What follows belongs to an exercise in optimizing a design on an open flow for small area; a production flow would make more cautious choices. Only simulation tests tie the RTL to the original design; equivalence was not proved.

`design/flow/run.sh`:
```
#!/bin/bash
# synth_recipe.tcl (not shown) runs the flow's synth.tcl, then flattens the netlist and writes it again
# the make line also repeats each setting of config.mk as NAME=value (left out here)
make -C /OpenROAD-flow-scripts/flow DESIGN_CONFIG=/design/flow/config.mk WORK_HOME=/design/flow/orfs CLKGATE_MAP_FILE= SYNTH_SCRIPT=/design/flow/synth_recipe.tcl finish
```
`design/flow/config.mk`:
```
export PLATFORM = sky130hd
export DESIGN_NAME = fir_filter
export DESIGN_NICKNAME = fir_filter
export VERILOG_FILES = /design/flow/design.v
export SDC_FILE = /design/flow/constraint.sdc
export NUM_CORES = 4
export LEC_CHECK = 0
export CAP_MARGIN = 20
export CORE_MARGIN = 2
export CORE_UTILIZATION = 60
export CTS_BUF_LIST = sky130_fd_sc_hd__clkbuf_8 sky130_fd_sc_hd__clkbuf_16
export CTS_CLUSTER_DIAMETER = 150
export CTS_CLUSTER_SIZE = 30
export GPL_TIMING_DRIVEN = 0
export SLEW_MARGIN = 20
export SYNTH_HIERARCHICAL = 1
export SYNTH_MINIMUM_KEEP_SIZE = 0
```
`design/flow/constraint.sdc`:
```
create_clock -name core_clock -period 8.0 [get_ports {CLK_Filter}]
set_input_delay 1.6000 -clock core_clock [delete_from_list [all_inputs] [get_ports {CLK_Filter}]]
set_output_delay 1.6000 -clock core_clock [all_outputs]
set_load 0.01 [all_outputs]
```
`design/flow/design.v`:
```
module fir_filter (
    input CLK_Filter,
    input rst_n,
    input wire [7:0] filter_in,
    output reg [19:0] filter_out
);
  reg [7:0] d0;
  reg [7:0] d1;
  reg [7:0] d2;
  reg [7:0] d3;
  reg [7:0] d4;
  reg [7:0] d5;
  reg [7:0] d6;
  reg [7:0] d7;
  reg [7:0] d8;
  reg [7:0] d9;
  reg [7:0] d10;
  reg [7:0] d11;
  reg [7:0] d12;
  reg [7:0] d13;
  reg [7:0] d14;
  reg [7:0] d15;
  reg [7:0] d16;
  reg [7:0] d17;
  reg [7:0] d18;
  reg [7:0] d19;
  reg [7:0] d20;
  reg [7:0] d21;
  reg [7:0] d22;
  reg [7:0] d23;
  always @(posedge CLK_Filter or negedge rst_n) begin
    if (!rst_n) begin
      d0 <= 8'd0;
      d1 <= 8'd0;
      d2 <= 8'd0;
      d3 <= 8'd0;
      d4 <= 8'd0;
      d5 <= 8'd0;
      d6 <= 8'd0;
      d7 <= 8'd0;
      d8 <= 8'd0;
      d9 <= 8'd0;
      d10 <= 8'd0;
      d11 <= 8'd0;
      d12 <= 8'd0;
      d13 <= 8'd0;
      d14 <= 8'd0;
      d15 <= 8'd0;
      d16 <= 8'd0;
      d17 <= 8'd0;
      d18 <= 8'd0;
      d19 <= 8'd0;
      d20 <= 8'd0;
      d21 <= 8'd0;
      d22 <= 8'd0;
      d23 <= 8'd0;
    end else begin
      d0 <= filter_in;
      d1 <= d0;
      d2 <= d1;
      d3 <= d2;
      d4 <= d3;
      d5 <= d4;
      d6 <= d5;
      d7 <= d6;
      d8 <= d7;
      d9 <= d8;
      d10 <= d9;
      d11 <= d10;
      d12 <= d11;
      d13 <= d12;
      d14 <= d13;
      d15 <= d14;
      d16 <= d15;
      d17 <= d16;
      d18 <= d17;
      d19 <= d18;
      d20 <= d19;
      d21 <= d20;
      d22 <= d21;
      d23 <= d22;
    end
  end
  wire s0, c1;
  fir_ha us0 (.a(d3[0]), .b(d22[0]), .s(s0), .co(c1));
  wire s2, c3;
  fir_fa us2 (.a(d3[1]), .b(d22[1]), .ci(c1), .s(s2), .co(c3));
  wire s4, c5;
  fir_fa us4 (.a(d3[2]), .b(d22[2]), .ci(c3), .s(s4), .co(c5));
  wire s6, c7;
  fir_fa us6 (.a(d3[3]), .b(d22[3]), .ci(c5), .s(s6), .co(c7));
  wire s8, c9;
  fir_fa us8 (.a(d3[4]), .b(d22[4]), .ci(c7), .s(s8), .co(c9));
  wire s10, c11;
  fir_fa us10 (.a(d3[5]), .b(d22[5]), .ci(c9), .s(s10), .co(c11));
  wire s12, c13;
  fir_fa us12 (.a(d3[6]), .b(d22[6]), .ci(c11), .s(s12), .co(c13));
  wire s14, c15;
  fir_fa us14 (.a(d3[7]), .b(d22[7]), .ci(c13), .s(s14), .co(c15));
  wire s16, c17;
  fir_ha us16 (.a(d5[0]), .b(d20[0]), .s(s16), .co(c17));
  wire s18, c19;
  fir_fa us18 (.a(d5[1]), .b(d20[1]), .ci(c17), .s(s18), .co(c19));
  wire s20, c21;
  fir_fa us20 (.a(d5[2]), .b(d20[2]), .ci(c19), .s(s20), .co(c21));
  wire s22, c23;
  fir_fa us22 (.a(d5[3]), .b(d20[3]), .ci(c21), .s(s22), .co(c23));
  wire s24, c25;
  fir_fa us24 (.a(d5[4]), .b(d20[4]), .ci(c23), .s(s24), .co(c25));
  wire s26, c27;
  fir_fa us26 (.a(d5[5]), .b(d20[5]), .ci(c25), .s(s26), .co(c27));
  wire s28, c29;
  fir_fa us28 (.a(d5[6]), .b(d20[6]), .ci(c27), .s(s28), .co(c29));
  wire s30, c31;
  fir_fa us30 (.a(d5[7]), .b(d20[7]), .ci(c29), .s(s30), .co(c31));
  wire n32 = ~s16;
  wire n33 = ~s18;
  wire n34 = ~s20;
  wire n35 = ~s22;
  wire n36 = ~s24;
  wire n37 = ~s26;
  wire n38 = ~s28;
  wire n39 = ~s30;
  wire n40 = ~c31;
  wire s41, c42;
  fir_ha us41 (.a(d6[0]), .b(d19[0]), .s(s41), .co(c42));
  wire s43, c44;
  fir_fa us43 (.a(d6[1]), .b(d19[1]), .ci(c42), .s(s43), .co(c44));
  wire s45, c46;
  fir_fa us45 (.a(d6[2]), .b(d19[2]), .ci(c44), .s(s45), .co(c46));
  wire s47, c48;
  fir_fa us47 (.a(d6[3]), .b(d19[3]), .ci(c46), .s(s47), .co(c48));
  wire s49, c50;
  fir_fa us49 (.a(d6[4]), .b(d19[4]), .ci(c48), .s(s49), .co(c50));
  wire s51, c52;
  fir_fa us51 (.a(d6[5]), .b(d19[5]), .ci(c50), .s(s51), .co(c52));
  wire s53, c54;
  fir_fa us53 (.a(d6[6]), .b(d19[6]), .ci(c52), .s(s53), .co(c54));
  wire s55, c56;
  fir_fa us55 (.a(d6[7]), .b(d19[7]), .ci(c54), .s(s55), .co(c56));
  wire s57, c58;
  fir_ha us57 (.a(d7[0]), .b(d18[0]), .s(s57), .co(c58));
  wire s59, c60;
  fir_fa us59 (.a(d7[1]), .b(d18[1]), .ci(c58), .s(s59), .co(c60));
  wire s61, c62;
  fir_fa us61 (.a(d7[2]), .b(d18[2]), .ci(c60), .s(s61), .co(c62));
  wire s63, c64;
  fir_fa us63 (.a(d7[3]), .b(d18[3]), .ci(c62), .s(s63), .co(c64));
  wire s65, c66;
  fir_fa us65 (.a(d7[4]), .b(d18[4]), .ci(c64), .s(s65), .co(c66));
  wire s67, c68;
  fir_fa us67 (.a(d7[5]), .b(d18[5]), .ci(c66), .s(s67), .co(c68));
  wire s69, c70;
  fir_fa us69 (.a(d7[6]), .b(d18[6]), .ci(c68), .s(s69), .co(c70));
  wire s71, c72;
  fir_fa us71 (.a(d7[7]), .b(d18[7]), .ci(c70), .s(s71), .co(c72));
  wire n73 = ~s57;
  wire n74 = ~s59;
  wire n75 = ~s61;
  wire n76 = ~s63;
  wire n77 = ~s65;
  wire n78 = ~s67;
  wire n79 = ~s69;
  wire n80 = ~s71;
  wire n81 = ~c72;
  wire s82, c83;
  fir_ha us82 (.a(d8[0]), .b(d17[0]), .s(s82), .co(c83));
  wire s84, c85;
  fir_fa us84 (.a(d8[1]), .b(d17[1]), .ci(c83), .s(s84), .co(c85));
  wire s86, c87;
  fir_fa us86 (.a(d8[2]), .b(d17[2]), .ci(c85), .s(s86), .co(c87));
  wire s88, c89;
  fir_fa us88 (.a(d8[3]), .b(d17[3]), .ci(c87), .s(s88), .co(c89));
  wire s90, c91;
  fir_fa us90 (.a(d8[4]), .b(d17[4]), .ci(c89), .s(s90), .co(c91));
  wire s92, c93;
  fir_fa us92 (.a(d8[5]), .b(d17[5]), .ci(c91), .s(s92), .co(c93));
  wire s94, c95;
  fir_fa us94 (.a(d8[6]), .b(d17[6]), .ci(c93), .s(s94), .co(c95));
  wire s96, c97;
  fir_fa us96 (.a(d8[7]), .b(d17[7]), .ci(c95), .s(s96), .co(c97));
  wire n98 = ~s82;
  wire n99 = ~s84;
  wire n100 = ~s86;
  wire n101 = ~s88;
  wire n102 = ~s90;
  wire n103 = ~s92;
  wire n104 = ~s94;
  wire n105 = ~s96;
  wire n106 = ~c97;
  wire s107, c108;
  fir_ha us107 (.a(d9[0]), .b(d16[0]), .s(s107), .co(c108));
  wire s109, c110;
  fir_fa us109 (.a(d9[1]), .b(d16[1]), .ci(c108), .s(s109), .co(c110));
  wire s111, c112;
  fir_fa us111 (.a(d9[2]), .b(d16[2]), .ci(c110), .s(s111), .co(c112));
  wire s113, c114;
  fir_fa us113 (.a(d9[3]), .b(d16[3]), .ci(c112), .s(s113), .co(c114));
  wire s115, c116;
  fir_fa us115 (.a(d9[4]), .b(d16[4]), .ci(c114), .s(s115), .co(c116));
  wire s117, c118;
  fir_fa us117 (.a(d9[5]), .b(d16[5]), .ci(c116), .s(s117), .co(c118));
  wire s119, c120;
  fir_fa us119 (.a(d9[6]), .b(d16[6]), .ci(c118), .s(s119), .co(c120));
  wire s121, c122;
  fir_fa us121 (.a(d9[7]), .b(d16[7]), .ci(c120), .s(s121), .co(c122));
  wire n123 = ~s107;
  wire n124 = ~s109;
  wire n125 = ~s111;
  wire n126 = ~s113;
  wire n127 = ~s115;
  wire n128 = ~s117;
  wire n129 = ~s119;
  wire n130 = ~s121;
  wire n131 = ~c122;
  wire s132, c133;
  fir_ha us132 (.a(d10[0]), .b(d15[0]), .s(s132), .co(c133));
  wire s134, c135;
  fir_fa us134 (.a(d10[1]), .b(d15[1]), .ci(c133), .s(s134), .co(c135));
  wire s136, c137;
  fir_fa us136 (.a(d10[2]), .b(d15[2]), .ci(c135), .s(s136), .co(c137));
  wire s138, c139;
  fir_fa us138 (.a(d10[3]), .b(d15[3]), .ci(c137), .s(s138), .co(c139));
  wire s140, c141;
  fir_fa us140 (.a(d10[4]), .b(d15[4]), .ci(c139), .s(s140), .co(c141));
  wire s142, c143;
  fir_fa us142 (.a(d10[5]), .b(d15[5]), .ci(c141), .s(s142), .co(c143));
  wire s144, c145;
  fir_fa us144 (.a(d10[6]), .b(d15[6]), .ci(c143), .s(s144), .co(c145));
  wire s146, c147;
  fir_fa us146 (.a(d10[7]), .b(d15[7]), .ci(c145), .s(s146), .co(c147));
  wire n148 = ~s132;
  wire n149 = ~s134;
  wire n150 = ~s136;
  wire n151 = ~s138;
  wire n152 = ~s140;
  wire n153 = ~s142;
  wire n154 = ~s144;
  wire n155 = ~s146;
  wire n156 = ~c147;
  wire s157, c158;
  fir_ha us157 (.a(d11[0]), .b(d14[0]), .s(s157), .co(c158));
  wire s159, c160;
  fir_fa us159 (.a(d11[1]), .b(d14[1]), .ci(c158), .s(s159), .co(c160));
  wire s161, c162;
  fir_fa us161 (.a(d11[2]), .b(d14[2]), .ci(c160), .s(s161), .co(c162));
  wire s163, c164;
  fir_fa us163 (.a(d11[3]), .b(d14[3]), .ci(c162), .s(s163), .co(c164));
  wire s165, c166;
  fir_fa us165 (.a(d11[4]), .b(d14[4]), .ci(c164), .s(s165), .co(c166));
  wire s167, c168;
  fir_fa us167 (.a(d11[5]), .b(d14[5]), .ci(c166), .s(s167), .co(c168));
  wire s169, c170;
  fir_fa us169 (.a(d11[6]), .b(d14[6]), .ci(c168), .s(s169), .co(c170));
  wire s171, c172;
  fir_fa us171 (.a(d11[7]), .b(d14[7]), .ci(c170), .s(s171), .co(c172));
  wire n173 = ~s157;
  wire n174 = ~s159;
  wire n175 = ~s161;
  wire n176 = ~s163;
  wire n177 = ~s165;
  wire n178 = ~s167;
  wire n179 = ~s169;
  wire n180 = ~s171;
  wire n181 = ~c172;
  wire s182, c183;
  fir_fa us182 (.a(d2[0]), .b(d23[0]), .ci(s0), .s(s182), .co(c183));
  wire s184, c185;
  fir_fa us184 (.a(s157), .b(n98), .ci(n124), .s(s184), .co(c185));
  wire s186, c187;
  fir_fa us186 (.a(n149), .b(s182), .ci(s184), .s(s186), .co(c187));
  wire s188 = ~(d2[1] ^ d23[1]);
  wire c189 = d2[1] | d23[1];
  wire s190, c191;
  fir_fa us190 (.a(s188), .b(s41), .ci(n32), .s(s190), .co(c191));
  wire s192, c193;
  fir_fa us192 (.a(n73), .b(c183), .ci(s2), .s(s192), .co(c193));
  wire s194, c195;
  fir_fa us194 (.a(s159), .b(n99), .ci(s190), .s(s194), .co(c195));
  wire s196, c197;
  fir_fa us196 (.a(n125), .b(n150), .ci(c185), .s(s196), .co(c197));
  wire s198, c199;
  fir_fa us198 (.a(s192), .b(s194), .ci(c187), .s(s198), .co(c199));
  wire s200, c201;
  fir_fa us200 (.a(d2[2]), .b(d23[2]), .ci(c189), .s(s200), .co(c201));
  wire s202, c203;
  fir_fa us202 (.a(s0), .b(s41), .ci(n173), .s(s202), .co(c203));
  wire s204, c205;
  fir_fa us204 (.a(s200), .b(s43), .ci(c191), .s(s204), .co(c205));
  wire s206, c207;
  fir_fa us206 (.a(n33), .b(n74), .ci(s202), .s(s206), .co(c207));
  wire s208, c209;
  fir_fa us208 (.a(s4), .b(s161), .ci(c193), .s(s208), .co(c209));
  wire s210, c211;
  fir_fa us210 (.a(n100), .b(c195), .ci(s204), .s(s210), .co(c211));
  wire s212, c213;
  fir_fa us212 (.a(s206), .b(n126), .ci(n151), .s(s212), .co(c213));
  wire s214, c215;
  fir_fa us214 (.a(c197), .b(s208), .ci(s210), .s(s214), .co(c215));
  wire s216, c217;
  fir_fa us216 (.a(c199), .b(s212), .ci(s214), .s(s216), .co(c217));
  wire s218, c219;
  fir_fa us218 (.a(d2[3]), .b(d23[3]), .ci(d4[0]), .s(s218), .co(c219));
  wire s220, c221;
  fir_fa us220 (.a(d21[0]), .b(s82), .ci(n148), .s(s220), .co(c221));
  wire s222, c223;
  fir_fa us222 (.a(s218), .b(c201), .ci(s2), .s(s222), .co(c223));
  wire s224, c225;
  fir_fa us224 (.a(s43), .b(c203), .ci(n174), .s(s224), .co(c225));
  wire s226, c227;
  fir_fa us226 (.a(s220), .b(s45), .ci(c205), .s(s226), .co(c227));
  wire s228, c229;
  fir_fa us228 (.a(n34), .b(n75), .ci(s222), .s(s228), .co(c229));
  wire s230, c231;
  fir_fa us230 (.a(c207), .b(s224), .ci(s6), .s(s230), .co(c231));
  wire s232, c233;
  fir_fa us232 (.a(s163), .b(c209), .ci(n101), .s(s232), .co(c233));
  wire s234, c235;
  fir_fa us234 (.a(c211), .b(s226), .ci(s228), .s(s234), .co(c235));
  wire s236, c237;
  fir_fa us236 (.a(n127), .b(n152), .ci(c213), .s(s236), .co(c237));
  wire s238, c239;
  fir_fa us238 (.a(s230), .b(s232), .ci(c215), .s(s238), .co(c239));
  wire s240, c241;
  fir_fa us240 (.a(s234), .b(s236), .ci(c217), .s(s240), .co(c241));
  wire s242 = ~(d2[4] ^ d23[4]);
  wire c243 = d2[4] | d23[4];
  wire s244, c245;
  fir_fa us244 (.a(d4[1]), .b(d21[1]), .ci(s242), .s(s244), .co(c245));
  wire s246, c247;
  fir_fa us246 (.a(s16), .b(s41), .ci(s107), .s(s246), .co(c247));
  wire s248, c249;
  fir_fa us248 (.a(c219), .b(s244), .ci(s84), .s(s248), .co(c249));
  wire s250, c251;
  fir_fa us250 (.a(c221), .b(n149), .ci(s246), .s(s250), .co(c251));
  wire s252, c253;
  fir_fa us252 (.a(s4), .b(s45), .ci(c223), .s(s252), .co(c253));
  wire s254, c255;
  fir_fa us254 (.a(n175), .b(c225), .ci(s248), .s(s254), .co(c255));
  wire s256, c257;
  fir_fa us256 (.a(s250), .b(s47), .ci(c227), .s(s256), .co(c257));
  wire s258, c259;
  fir_fa us258 (.a(n35), .b(n76), .ci(c229), .s(s258), .co(c259));
  wire s260, c261;
  fir_fa us260 (.a(s252), .b(s254), .ci(s8), .s(s260), .co(c261));
  wire s262, c263;
  fir_fa us262 (.a(s165), .b(c231), .ci(n102), .s(s262), .co(c263));
  wire s264, c265;
  fir_fa us264 (.a(c233), .b(s256), .ci(c235), .s(s264), .co(c265));
  wire s266, c267;
  fir_fa us266 (.a(s258), .b(n128), .ci(n153), .s(s266), .co(c267));
  wire s268, c269;
  fir_fa us268 (.a(c237), .b(s260), .ci(s262), .s(s268), .co(c269));
  wire s270, c271;
  fir_fa us270 (.a(c239), .b(s264), .ci(s266), .s(s270), .co(c271));
  wire s272, c273;
  fir_fa us272 (.a(s268), .b(c241), .ci(s270), .s(s272), .co(c273));
  wire s274, c275;
  fir_fa us274 (.a(d2[5]), .b(d23[5]), .ci(d4[2]), .s(s274), .co(c275));
  wire s276, c277;
  fir_fa us276 (.a(d21[2]), .b(c243), .ci(s57), .s(s276), .co(c277));
  wire s278, c279;
  fir_fa us278 (.a(s82), .b(s107), .ci(s274), .s(s278), .co(c279));
  wire s280, c281;
  fir_fa us280 (.a(c245), .b(c247), .ci(s18), .s(s280), .co(c281));
  wire s282, c283;
  fir_fa us282 (.a(s43), .b(s109), .ci(s276), .s(s282), .co(c283));
  wire s284, c285;
  fir_fa us284 (.a(s278), .b(s86), .ci(c249), .s(s284), .co(c285));
  wire s286, c287;
  fir_fa us286 (.a(n150), .b(c251), .ci(s280), .s(s286), .co(c287));
  wire s288, c289;
  fir_fa us288 (.a(s282), .b(s6), .ci(s47), .s(s288), .co(c289));
  wire s290, c291;
  fir_fa us290 (.a(c253), .b(n176), .ci(c255), .s(s290), .co(c291));
  wire s292, c293;
  fir_fa us292 (.a(s284), .b(s286), .ci(s49), .s(s292), .co(c293));
  wire s294, c295;
  fir_fa us294 (.a(c257), .b(n36), .ci(n77), .s(s294), .co(c295));
  wire s296, c297;
  fir_fa us296 (.a(c259), .b(s288), .ci(s290), .s(s296), .co(c297));
  wire s298, c299;
  fir_fa us298 (.a(s10), .b(s167), .ci(c261), .s(s298), .co(c299));
  wire s300, c301;
  fir_fa us300 (.a(n103), .b(c263), .ci(s292), .s(s300), .co(c301));
  wire s302, c303;
  fir_fa us302 (.a(s294), .b(c265), .ci(s296), .s(s302), .co(c303));
  wire s304, c305;
  fir_fa us304 (.a(n129), .b(n154), .ci(c267), .s(s304), .co(c305));
  wire s306, c307;
  fir_fa us306 (.a(s298), .b(c269), .ci(s300), .s(s306), .co(c307));
  wire s308, c309;
  fir_fa us308 (.a(s302), .b(c271), .ci(s304), .s(s308), .co(c309));
  wire s310, c311;
  fir_fa us310 (.a(s306), .b(c273), .ci(s308), .s(s310), .co(c311));
  wire s312, c313;
  fir_fa us312 (.a(d2[6]), .b(d23[6]), .ci(d4[3]), .s(s312), .co(c313));
  wire s314, c315;
  fir_fa us314 (.a(d21[3]), .b(d12[0]), .ci(d13[0]), .s(s314), .co(c315));
  wire s316, c317;
  fir_fa us316 (.a(s132), .b(s157), .ci(c275), .s(s316), .co(c317));
  wire s318, c319;
  fir_fa us318 (.a(s312), .b(s314), .ci(c277), .s(s318), .co(c319));
  wire s320, c321;
  fir_fa us320 (.a(s59), .b(s84), .ci(s109), .s(s320), .co(c321));
  wire s322, c323;
  fir_fa us322 (.a(c279), .b(s316), .ci(s20), .s(s322), .co(c323));
  wire s324, c325;
  fir_fa us324 (.a(s45), .b(s111), .ci(c281), .s(s324), .co(c325));
  wire s326, c327;
  fir_fa us326 (.a(c283), .b(s318), .ci(s320), .s(s326), .co(c327));
  wire s328, c329;
  fir_fa us328 (.a(s88), .b(c285), .ci(n151), .s(s328), .co(c329));
  wire s330, c331;
  fir_fa us330 (.a(c287), .b(s322), .ci(s324), .s(s330), .co(c331));
  wire s332, c333;
  fir_fa us332 (.a(s326), .b(s8), .ci(s49), .s(s332), .co(c333));
  wire s334, c335;
  fir_fa us334 (.a(c289), .b(n177), .ci(c291), .s(s334), .co(c335));
  wire s336, c337;
  fir_fa us336 (.a(s328), .b(s330), .ci(s51), .s(s336), .co(c337));
  wire s338, c339;
  fir_fa us338 (.a(c293), .b(n37), .ci(n78), .s(s338), .co(c339));
  wire s340, c341;
  fir_fa us340 (.a(c295), .b(s332), .ci(c297), .s(s340), .co(c341));
  wire s342, c343;
  fir_fa us342 (.a(s334), .b(s12), .ci(s169), .s(s342), .co(c343));
  wire s344, c345;
  fir_fa us344 (.a(c299), .b(n104), .ci(c301), .s(s344), .co(c345));
  wire s346, c347;
  fir_fa us346 (.a(s336), .b(s338), .ci(c303), .s(s346), .co(c347));
  wire s348, c349;
  fir_fa us348 (.a(s340), .b(n130), .ci(n155), .s(s348), .co(c349));
  wire s350, c351;
  fir_fa us350 (.a(c305), .b(s342), .ci(c307), .s(s350), .co(c351));
  wire s352, c353;
  fir_fa us352 (.a(s344), .b(s346), .ci(c309), .s(s352), .co(c353));
  wire s354, c355;
  fir_fa us354 (.a(s348), .b(s350), .ci(c311), .s(s354), .co(c355));
  wire s356, c357;
  fir_fa us356 (.a(d2[7]), .b(d23[7]), .ci(d4[4]), .s(s356), .co(c357));
  wire s358, c359;
  fir_fa us358 (.a(d21[4]), .b(d12[1]), .ci(d13[1]), .s(s358), .co(c359));
  wire s360, c361;
  fir_fa us360 (.a(c313), .b(c315), .ci(s356), .s(s360), .co(c361));
  wire s362, c363;
  fir_fa us362 (.a(s358), .b(s134), .ci(s159), .s(s362), .co(c363));
  wire s364, c365;
  fir_fa us364 (.a(c317), .b(s360), .ci(c319), .s(s364), .co(c365));
  wire s366, c367;
  fir_fa us366 (.a(s61), .b(s86), .ci(s111), .s(s366), .co(c367));
  wire s368, c369;
  fir_fa us368 (.a(c321), .b(s362), .ci(s22), .s(s368), .co(c369));
  wire s370, c371;
  fir_fa us370 (.a(s47), .b(s113), .ci(c323), .s(s370), .co(c371));
  wire s372, c373;
  fir_fa us372 (.a(c325), .b(s364), .ci(c327), .s(s372), .co(c373));
  wire s374, c375;
  fir_fa us374 (.a(s366), .b(s90), .ci(n152), .s(s374), .co(c375));
  wire s376, c377;
  fir_fa us376 (.a(c329), .b(c331), .ci(s368), .s(s376), .co(c377));
  wire s378, c379;
  fir_fa us378 (.a(s370), .b(s372), .ci(s10), .s(s378), .co(c379));
  wire s380, c381;
  fir_fa us380 (.a(s51), .b(c333), .ci(n178), .s(s380), .co(c381));
  wire s382, c383;
  fir_fa us382 (.a(c335), .b(s374), .ci(s376), .s(s382), .co(c383));
  wire s384, c385;
  fir_fa us384 (.a(s53), .b(c337), .ci(n38), .s(s384), .co(c385));
  wire s386, c387;
  fir_fa us386 (.a(n79), .b(c339), .ci(s378), .s(s386), .co(c387));
  wire s388, c389;
  fir_fa us388 (.a(s380), .b(c341), .ci(n131), .s(s388), .co(c389));
  wire s390, c391;
  fir_fa us390 (.a(n156), .b(c343), .ci(s382), .s(s390), .co(c391));
  wire s392, c393;
  fir_fa us392 (.a(s14), .b(s171), .ci(n105), .s(s392), .co(c393));
  wire s394, c395;
  fir_fa us394 (.a(c345), .b(s384), .ci(s386), .s(s394), .co(c395));
  wire s396, c397;
  fir_fa us396 (.a(c347), .b(c349), .ci(s388), .s(s396), .co(c397));
  wire s398, c399;
  fir_fa us398 (.a(s390), .b(s392), .ci(c351), .s(s398), .co(c399));
  wire s400, c401;
  fir_fa us400 (.a(s394), .b(c353), .ci(s396), .s(s400), .co(c401));
  wire s402, c403;
  fir_fa us402 (.a(s398), .b(c355), .ci(s400), .s(s402), .co(c403));
  wire s404, c405;
  fir_fa us404 (.a(d4[5]), .b(d21[5]), .ci(d12[2]), .s(s404), .co(c405));
  wire s406, c407;
  fir_fa us406 (.a(d13[2]), .b(c357), .ci(c359), .s(s406), .co(c407));
  wire s408, c409;
  fir_fa us408 (.a(s404), .b(c361), .ci(s406), .s(s408), .co(c409));
  wire s410, c411;
  fir_fa us410 (.a(s136), .b(s161), .ci(c363), .s(s410), .co(c411));
  wire s412, c413;
  fir_fa us412 (.a(s408), .b(c365), .ci(s63), .s(s412), .co(c413));
  wire s414, c415;
  fir_fa us414 (.a(s88), .b(s113), .ci(c367), .s(s414), .co(c415));
  wire s416, c417;
  fir_fa us416 (.a(s410), .b(s24), .ci(s49), .s(s416), .co(c417));
  wire s418, c419;
  fir_fa us418 (.a(s115), .b(c369), .ci(c371), .s(s418), .co(c419));
  wire s420, c421;
  fir_fa us420 (.a(c373), .b(s412), .ci(s414), .s(s420), .co(c421));
  wire s422, c423;
  fir_fa us422 (.a(s92), .b(n153), .ci(c375), .s(s422), .co(c423));
  wire s424, c425;
  fir_fa us424 (.a(c377), .b(s416), .ci(s418), .s(s424), .co(c425));
  wire s426, c427;
  fir_fa us426 (.a(s420), .b(s12), .ci(s53), .s(s426), .co(c427));
  wire s428, c429;
  fir_fa us428 (.a(c379), .b(n179), .ci(c381), .s(s428), .co(c429));
  wire s430, c431;
  fir_fa us430 (.a(s422), .b(c383), .ci(s424), .s(s430), .co(c431));
  wire s432, c433;
  fir_fa us432 (.a(c15), .b(c172), .ci(n106), .s(s432), .co(c433));
  wire s434, c435;
  fir_fa us434 (.a(s55), .b(n39), .ci(n80), .s(s434), .co(c435));
  wire s436, c437;
  fir_fa us436 (.a(c385), .b(c387), .ci(s426), .s(s436), .co(c437));
  wire s438, c439;
  fir_fa us438 (.a(s428), .b(c389), .ci(c391), .s(s438), .co(c439));
  wire s440, c441;
  fir_fa us440 (.a(s430), .b(c393), .ci(s432), .s(s440), .co(c441));
  wire s442, c443;
  fir_fa us442 (.a(s434), .b(s436), .ci(c395), .s(s442), .co(c443));
  wire s444, c445;
  fir_fa us444 (.a(c397), .b(s438), .ci(s440), .s(s444), .co(c445));
  wire s446, c447;
  fir_fa us446 (.a(c399), .b(s442), .ci(c401), .s(s446), .co(c447));
  wire s448, c449;
  fir_fa us448 (.a(s444), .b(c403), .ci(s446), .s(s448), .co(c449));
  wire s450, c451;
  fir_fa us450 (.a(d4[6]), .b(d21[6]), .ci(d12[3]), .s(s450), .co(c451));
  wire s452, c453;
  fir_fa us452 (.a(d13[3]), .b(c405), .ci(s450), .s(s452), .co(c453));
  wire s454, c455;
  fir_fa us454 (.a(c407), .b(s452), .ci(c409), .s(s454), .co(c455));
  wire s456, c457;
  fir_fa us456 (.a(s138), .b(s163), .ci(c411), .s(s456), .co(c457));
  wire s458, c459;
  fir_fa us458 (.a(s454), .b(s65), .ci(s90), .s(s458), .co(c459));
  wire s460, c461;
  fir_fa us460 (.a(s115), .b(c413), .ci(c415), .s(s460), .co(c461));
  wire s462, c463;
  fir_fa us462 (.a(s456), .b(s26), .ci(s51), .s(s462), .co(c463));
  wire s464, c465;
  fir_fa us464 (.a(s117), .b(c417), .ci(c419), .s(s464), .co(c465));
  wire s466, c467;
  fir_fa us466 (.a(c421), .b(s458), .ci(s460), .s(s466), .co(c467));
  wire s468, c469;
  fir_fa us468 (.a(s94), .b(n154), .ci(c423), .s(s468), .co(c469));
  wire s470, c471;
  fir_fa us470 (.a(c425), .b(s462), .ci(s464), .s(s470), .co(c471));
  wire s472, c473;
  fir_fa us472 (.a(s466), .b(c56), .ci(n40), .s(s472), .co(c473));
  wire s474, c475;
  fir_fa us474 (.a(n81), .b(c427), .ci(s14), .s(s474), .co(c475));
  wire s476, c477;
  fir_fa us476 (.a(s55), .b(n180), .ci(c429), .s(s476), .co(c477));
  wire s478, c479;
  fir_fa us478 (.a(s468), .b(c431), .ci(s470), .s(s478), .co(c479));
  wire s480, c481;
  fir_fa us480 (.a(c433), .b(c435), .ci(s472), .s(s480), .co(c481));
  wire s482, c483;
  fir_fa us482 (.a(c437), .b(s474), .ci(s476), .s(s482), .co(c483));
  wire s484, c485;
  fir_fa us484 (.a(c439), .b(s478), .ci(c441), .s(s484), .co(c485));
  wire s486, c487;
  fir_fa us486 (.a(s480), .b(c443), .ci(s482), .s(s486), .co(c487));
  wire s488, c489;
  fir_fa us488 (.a(c445), .b(s484), .ci(s486), .s(s488), .co(c489));
  wire s490, c491;
  fir_fa us490 (.a(c447), .b(s488), .ci(c449), .s(s490), .co(c491));
  wire s492 = ~(d4[7] ^ d21[7]);
  wire c493 = d4[7] | d21[7];
  wire s494, c495;
  fir_fa us494 (.a(d12[4]), .b(d13[4]), .ci(s492), .s(s494), .co(c495));
  wire s496, c497;
  fir_fa us496 (.a(c451), .b(s494), .ci(c453), .s(s496), .co(c497));
  wire s498, c499;
  fir_fa us498 (.a(s496), .b(c455), .ci(s140), .s(s498), .co(c499));
  wire s500, c501;
  fir_fa us500 (.a(s165), .b(c457), .ci(s67), .s(s500), .co(c501));
  wire s502, c503;
  fir_fa us502 (.a(s92), .b(s117), .ci(c459), .s(s502), .co(c503));
  wire s504, c505;
  fir_fa us504 (.a(c461), .b(s498), .ci(s28), .s(s504), .co(c505));
  wire s506, c507;
  fir_fa us506 (.a(s53), .b(s119), .ci(c463), .s(s506), .co(c507));
  wire s508, c509;
  fir_fa us508 (.a(c465), .b(c467), .ci(s500), .s(s508), .co(c509));
  wire s510, c511;
  fir_fa us510 (.a(s502), .b(c15), .ci(c56), .s(s510), .co(c511));
  wire s512, c513;
  fir_fa us512 (.a(n181), .b(s96), .ci(n155), .s(s512), .co(c513));
  wire s514, c515;
  fir_fa us514 (.a(c469), .b(c471), .ci(s504), .s(s514), .co(c515));
  wire s516, c517;
  fir_fa us516 (.a(s506), .b(s508), .ci(c473), .s(s516), .co(c517));
  wire s518, c519;
  fir_fa us518 (.a(c475), .b(s510), .ci(c477), .s(s518), .co(c519));
  wire s520, c521;
  fir_fa us520 (.a(s512), .b(s514), .ci(c479), .s(s520), .co(c521));
  wire s522, c523;
  fir_fa us522 (.a(c481), .b(s516), .ci(s518), .s(s522), .co(c523));
  wire s524, c525;
  fir_fa us524 (.a(c483), .b(s520), .ci(c485), .s(s524), .co(c525));
  wire s526, c527;
  fir_fa us526 (.a(s522), .b(c487), .ci(s524), .s(s526), .co(c527));
  wire s528, c529;
  fir_fa us528 (.a(c489), .b(s526), .ci(c491), .s(s528), .co(c529));
  wire s530 = ~(d12[5] ^ d13[5]);
  wire c531 = d12[5] | d13[5];
  wire s532, c533;
  fir_fa us532 (.a(c493), .b(s530), .ci(c495), .s(s532), .co(c533));
  wire s534, c535;
  fir_fa us534 (.a(s532), .b(c497), .ci(s142), .s(s534), .co(c535));
  wire s536, c537;
  fir_fa us536 (.a(s167), .b(c499), .ci(s69), .s(s536), .co(c537));
  wire s538, c539;
  fir_fa us538 (.a(s94), .b(s119), .ci(c501), .s(s538), .co(c539));
  wire s540, c541;
  fir_fa us540 (.a(c503), .b(s534), .ci(c97), .s(s540), .co(c541));
  wire s542, c543;
  fir_fa us542 (.a(n156), .b(c505), .ci(c507), .s(s542), .co(c543));
  wire s544, c545;
  fir_fa us544 (.a(s30), .b(s55), .ci(s121), .s(s544), .co(c545));
  wire s546, c547;
  fir_fa us546 (.a(c509), .b(s536), .ci(s538), .s(s546), .co(c547));
  wire s548, c549;
  fir_fa us548 (.a(c511), .b(s540), .ci(c513), .s(s548), .co(c549));
  wire s550, c551;
  fir_fa us550 (.a(c515), .b(s542), .ci(s544), .s(s550), .co(c551));
  wire s552, c553;
  fir_fa us552 (.a(s546), .b(c517), .ci(c519), .s(s552), .co(c553));
  wire s554, c555;
  fir_fa us554 (.a(s548), .b(c521), .ci(s550), .s(s554), .co(c555));
  wire s556, c557;
  fir_fa us556 (.a(c523), .b(s552), .ci(s554), .s(s556), .co(c557));
  wire s558, c559;
  fir_fa us558 (.a(c525), .b(s556), .ci(c527), .s(s558), .co(c559));
  wire s560 = ~(d12[6] ^ d13[6]);
  wire c561 = d12[6] | d13[6];
  wire s562, c563;
  fir_fa us562 (.a(c531), .b(s560), .ci(c533), .s(s562), .co(c563));
  wire s564, c565;
  fir_fa us564 (.a(s562), .b(s144), .ci(s169), .s(s564), .co(c565));
  wire s566, c567;
  fir_fa us566 (.a(c535), .b(c31), .ci(c56), .s(s566), .co(c567));
  wire s568, c569;
  fir_fa us568 (.a(c122), .b(c537), .ci(c539), .s(s568), .co(c569));
  wire s570, c571;
  fir_fa us570 (.a(s71), .b(s96), .ci(s121), .s(s570), .co(c571));
  wire s572, c573;
  fir_fa us572 (.a(s564), .b(c541), .ci(c543), .s(s572), .co(c573));
  wire s574, c575;
  fir_fa us574 (.a(c545), .b(s566), .ci(c547), .s(s574), .co(c575));
  wire s576, c577;
  fir_fa us576 (.a(s568), .b(s570), .ci(c549), .s(s576), .co(c577));
  wire s578, c579;
  fir_fa us578 (.a(s572), .b(c551), .ci(s574), .s(s578), .co(c579));
  wire s580, c581;
  fir_fa us580 (.a(c553), .b(s576), .ci(c555), .s(s580), .co(c581));
  wire s582, c583;
  fir_fa us582 (.a(s578), .b(c557), .ci(s580), .s(s582), .co(c583));
  wire s584, c585;
  fir_fa us584 (.a(d12[7]), .b(d13[7]), .ci(c561), .s(s584), .co(c585));
  wire s586, c587;
  fir_fa us586 (.a(s584), .b(c563), .ci(c72), .s(s586), .co(c587));
  wire s588, c589;
  fir_fa us588 (.a(c97), .b(c122), .ci(c565), .s(s588), .co(c589));
  wire s590, c591;
  fir_fa us590 (.a(s146), .b(s171), .ci(c567), .s(s590), .co(c591));
  wire s592, c593;
  fir_fa us592 (.a(c569), .b(c571), .ci(s586), .s(s592), .co(c593));
  wire s594, c595;
  fir_fa us594 (.a(s588), .b(c573), .ci(s590), .s(s594), .co(c595));
  wire s596, c597;
  fir_fa us596 (.a(c575), .b(s592), .ci(c577), .s(s596), .co(c597));
  wire s598, c599;
  fir_fa us598 (.a(s594), .b(c579), .ci(s596), .s(s598), .co(c599));
  wire s600, c601;
  fir_fa us600 (.a(c581), .b(s598), .ci(c583), .s(s600), .co(c601));
  wire s602 = ~(c585 ^ c147);
  wire c603 = c585 | c147;
  wire s604, c605;
  fir_fa us604 (.a(c172), .b(s602), .ci(c587), .s(s604), .co(c605));
  wire s606, c607;
  fir_fa us606 (.a(c589), .b(c591), .ci(c593), .s(s606), .co(c607));
  wire s608, c609;
  fir_fa us608 (.a(s604), .b(c595), .ci(s606), .s(s608), .co(c609));
  wire s610, c611;
  fir_fa us610 (.a(c597), .b(s608), .ci(c599), .s(s610), .co(c611));
  wire s612 = ~(c603 ^ c605);
  wire c613 = c603 | c605;
  wire s614, c615;
  fir_fa us614 (.a(s612), .b(c607), .ci(c609), .s(s614), .co(c615));
  wire s616 = ~(c613 ^ c615);
  wire c617 = c613 | c615;
  wire s618, c619;
  fir_ha us618 (.a(n123), .b(n148), .s(s618), .co(c619));
  wire s620, c621;
  fir_ha us620 (.a(c619), .b(s186), .s(s620), .co(c621));
  wire s622, c623;
  fir_fa us622 (.a(s196), .b(c621), .ci(s198), .s(s622), .co(c623));
  wire s624, c625;
  fir_ha us624 (.a(c623), .b(s216), .s(s624), .co(c625));
  wire s626, c627;
  fir_fa us626 (.a(s238), .b(c625), .ci(s240), .s(s626), .co(c627));
  wire s628, c629;
  fir_ha us628 (.a(c627), .b(s272), .s(s628), .co(c629));
  wire s630, c631;
  fir_ha us630 (.a(c629), .b(s310), .s(s630), .co(c631));
  wire s632, c633;
  fir_fa us632 (.a(s352), .b(c631), .ci(s354), .s(s632), .co(c633));
  wire s634, c635;
  fir_ha us634 (.a(s558), .b(c529), .s(s634), .co(c635));
  wire s636, c637;
  fir_ha us636 (.a(s582), .b(c559), .s(s636), .co(c637));
  wire s638, c639;
  fir_ha us638 (.a(s610), .b(c601), .s(s638), .co(c639));
  wire s640, c641;
  fir_ha us640 (.a(s614), .b(c611), .s(s640), .co(c641));
  wire n642 = ~c617;
  wire a643 = s402 & c633;
  wire a644 = s490 & s448;
  wire a645 = s634 & s528;
  wire a646 = s600 & c637;
  wire a647 = s600 & s636;
  wire g648 = c641 | (s640 & c639);
  wire a649 = s640 & s638;
  wire a650 = n642 & s616;
  wire a651 = s448 & a643;
  wire a652 = a644 & a643;
  wire g653 = c637 | (s636 & c635);
  wire a654 = s636 & a645;
  wire g655 = a646 | (a647 & c635);
  wire a656 = a647 & a645;
  wire a657 = s616 & g648;
  wire a658 = s616 & a649;
  wire g659 = c617 | (a650 & g648);
  wire a660 = a650 & a649;
  wire a661 = s528 & a652;
  wire g662 = c635 | (a645 & a652);
  wire g663 = g653 | (a654 & a652);
  wire g664 = g655 | (a656 & a652);
  wire a665 = 1'b1 & g659;
  wire a666 = 1'b1 & a660;
  wire g667 = c639 | (s638 & g664);
  wire g668 = g648 | (a649 & g664);
  wire g669 = a657 | (a658 & g664);
  wire g670 = g659 | (a660 & g664);
  wire g671 = a665 | (a666 & g664);
  wire o672 = s402 ^ c633;
  wire o673 = s448 ^ a643;
  wire o674 = s490 ^ a651;
  wire o675 = s528 ^ a652;
  wire o676 = s634 ^ a661;
  wire o677 = s636 ^ g662;
  wire o678 = s600 ^ g663;
  wire o679 = s638 ^ g664;
  wire o680 = s640 ^ g667;
  wire o681 = s616 ^ g668;
  wire o682 = n642 ^ g669;
  wire o683 = 1'b1 ^ g670;
  wire [19:0] y = {o683, o682, o681, o680, o679, o678, o677, o676, o675, o674, o673, o672, s632, s630, s628, s626, s624, s622, s620, s618};
  always @(posedge CLK_Filter or negedge rst_n) begin
    if (!rst_n) filter_out <= 20'd0;
    else filter_out <= y;
  end
endmodule
module fir_fa (input a, input b, input ci, output s, output co);
  assign s = a ^ b ^ ci;
  assign co = (a & b) | (a & ci) | (b & ci);
endmodule
module fir_ha (input a, input b, output s, output co);
  assign s = a ^ b;
  assign co = a & b;
endmodule
```
==> results.cfg <==
[final_layout]
num_antenna_cells = 0
drive_gt1_share_pct = 9.050
largest_reg_flops = 20
finalInstanceArea_sq_um = 12640
final_util_pct = 67.35
fin_nets = 972
largest-register = filter_out
syn2layout_area_growth_pct = 9.625
nFillCells = 1264

[global_routing]
grt_pass1_wl_mm = 33.03
grt_max_degree = 84
grt_pass1_vias = 5849
grt_usage_pct = 22.79
globalRouteOverflowTotal = 0
antenna_found_initial = 0

[synth]
synthesis.nets = 922
ys_seq_area_share_pct = 46.01
synthCells = 613
avgSynthCellArea_sq_um = 18.81
synth_seq_cells = 212
yosys-top-cells-area = fa_1 (47%), dfrtp_1 (46%), ha_1 (3.3%)
yosysUniqueCellTypes = 18
synth_top_area_share_pct = 46.71
synth_warnings = 7
yosysTopAreaCell = fa_1
syn_area_sq_um = 11530

[critical_path]
path_buf_inv = 1
worstPathCellList = ha_4 > fa_2 > fa_1 > fa_2 > fa_2 > fa_2 > inv_2 > fa_2 > fa_1 > fa_1 > fa_1 > fa_1 > fa_1 > fa_2 > fa_2 > fa_2 > ha_4 > and4_1 > a221o_1 > a31o_1 > xnor2_2
cp-start-kind = flop
crit_path_start = d10[0]
cp_max_fo = 3
worst-endpoint-required_ps = 8380
cp.arrival_ps = 8110
crit_type = flop to flop
crit_slowest_cell = fa_1
crit_top_cell = fa_2
critPathMaxStageDelay_ps = 600
reg2reg_from = d10[0]
cp-end-kind = flop
crit_family = adder cells

[run]
cap_violations = 0

[status]
outcome = finished clean

[placed_design]
place_congestion = 0.8581
io_buffer_count = 29
placed_area_sq_um = 12170
hpwl_mm = 17.63

[timing]
grt_setup_unrepaired = false
hold_violations = 0
relSlewSlack_pct = 70.65
post-route-period-util_pct = 96.56
min_period_ps = 7725
max_freq_mhz = 129.5
setup_viol = 0
finClkSkew_ps = 39.07
slew_violations = 0
setup_tns_ps = 0
worst_pin_slew_ps = 440.3

[detailed_routing]
drtIter0Drc = 268
ant_nets = 0
drc_errors = 0
viasPerCell = 5.240
wire_per_inst_microns = 22.77
first_pass_iters = 4
wl_mm = 20.43
vias = 4700

[worst_hold_path]
hp-class = flop to flop
worstHoldStart = d1[5]

[floorplanning]
fp-row-count = 50
die_h_microns = 142.6
die_w_microns = 142.6
ios = 30
dieArea_sq_um = 20340
initial_utilization_pct = 61.43
core_area_sq_um = 18770

[clock_tree]
htree_levels = 1
cts_sinks = 212
clk_path_buf_depth = 3
clock_latency_ps = 480
clk_pin_slew_worst_paths_ps = 110
cts_tree = yes
cts_root_buf = clkbuf_16
cts_buffers = 11
-- cell families after synthesis --
| family | Yosys count | share of synthesized area [%] |
|---|---|---|
| XOR/XNOR | 7 | 0.5970 |
| AO/OA/AOI/OAI | 8 | 0.5101 |
| flip-flops | 212 | 46.01 |
| AND/OR/NAND/NOR | 6 | 0.2821 |
| buffers and inverters | 81 | 2.637 |
| adder cells (fa/ha/maj) | 299 | 49.96 |
-- layer usage --
metal	vias up	wire length, microns	GRT usage (%)
met1	2693	9596	37.87
met2	76	9741	34.59
met5	-	0	0
met3	13	883	2.817
met4	0	206	3.075
li1	1918	-	-
-- cells in the final DEF (no fill, tap or decap), types with 2 or more instances in the layout --
master	netlist	routed
and3_1	2	2
buf_16	0	2
buf_4	0	6
clkbuf_16	0	11
clkdlybuf4s50_1	0	28
dfrtp_1	212	212
fa_1	269	240
fa_2	0	29
ha_1	30	24
ha_2	0	4
ha_4	0	2
inv_1	81	80
nand2_1	2	2
o21ai_0	2	2
xnor2_1	3	3
xor2_1	3	3
-- modules after synthesis, one instance, submodules excluded --
module | flops+latches | times used | cells | area (sq um)
fir_filter | 212 | 1 | 327 | 5932
fir_ha | 0 | 17 | 1 | 12.51
fir_fa | 0 | 269 | 1 | 20.02
-- synthesized netlist by cell type --
master    count
xor2_1        3
a221o_1       1
o21ai_0       2
a21oi_1       1
a21boi_2      1
ha_1         30
xnor2_1       3
a31o_1        1
nor2_1        1
dfrtp_1     212
xnor2_2       1
nand2_1       2
a31oi_1       1
inv_1        81
and3_1        2
fa_1        269
and4_1        1
o21bai_1      1
-- area by class of cell --
cell class              count  area, sq um  share of cell area (%)
clock buffers              11        275.3                   2.178
well taps                 234        292.8                   2.316
clock inverters             2        38.79                  0.3069
multi-input cells         320         6028                   47.69
repair buffers             37        395.4                   3.128
flip-flops and latches    212         5305                   41.97
inverters                  81        304.0                   2.405
-- what timing repair did --
action                                  in CTS  in global routing
hold buffers                                 0                  0
pin swaps                                    6                  6
endpoints found under the hold margin        0                  0
endpoints found under the setup margin       5                  5
buffers inserted                             2                  4
resized for setup                           19                 18
-- metrics by stage --
step                      hold WS (ps)  instances  worst slack [ps]
after CTS                        359.1        893             26.10
after floorplan                  331.2        613             223.5
after detailed placement         335.5        878            -291.0
after global placement           332.1        876             -2951
final                            357.2        897             275.5
after global routing             367.3        897             16.27
-- worst paths after layout --
check	to	slack, ps	cells after the start
setup / recovery	filter_out[17]	280	21
max in group asynchronous	d23[4]	6220	2
hold / removal	d2[5]	360	0
hold reg to reg	d2[5]	360	0
setup reg to reg	filter_out[17]	280	21
min in group asynchronous	filter_out[17]	1030	1

==> port drivers added, routing unchanged <==
How much do the figures lean on ideal ports? The routed layout below was timed once more, with nothing changed but the port constraints.
Step 1 sets driving cells, clkbuf_16 on the clock port and buf_2 on the other inputs (assumed; they add their load-dependent delay and slew).
Step 2, shift: input delay + t, output delay - t, t = (earliest + latest rising clock arrival at the registers) / 2. This alone moves slack from input paths to output paths.
Three values: no drivers, after step 1, after step 2; two values: the first two.
t, ns: 0.502
slack for setup (ns): 0.275 / 0.275 / 0.275
latest minus earliest clock arrival (ns): 0.039 / 0.039
slew at the worst register clock pin (ns): 0.11 / 0.11
After both steps setup and hold are still met in this run. For this run, drivers alone change the setup slack by 0.000 ns; drivers and shift together by 0.000 ns.
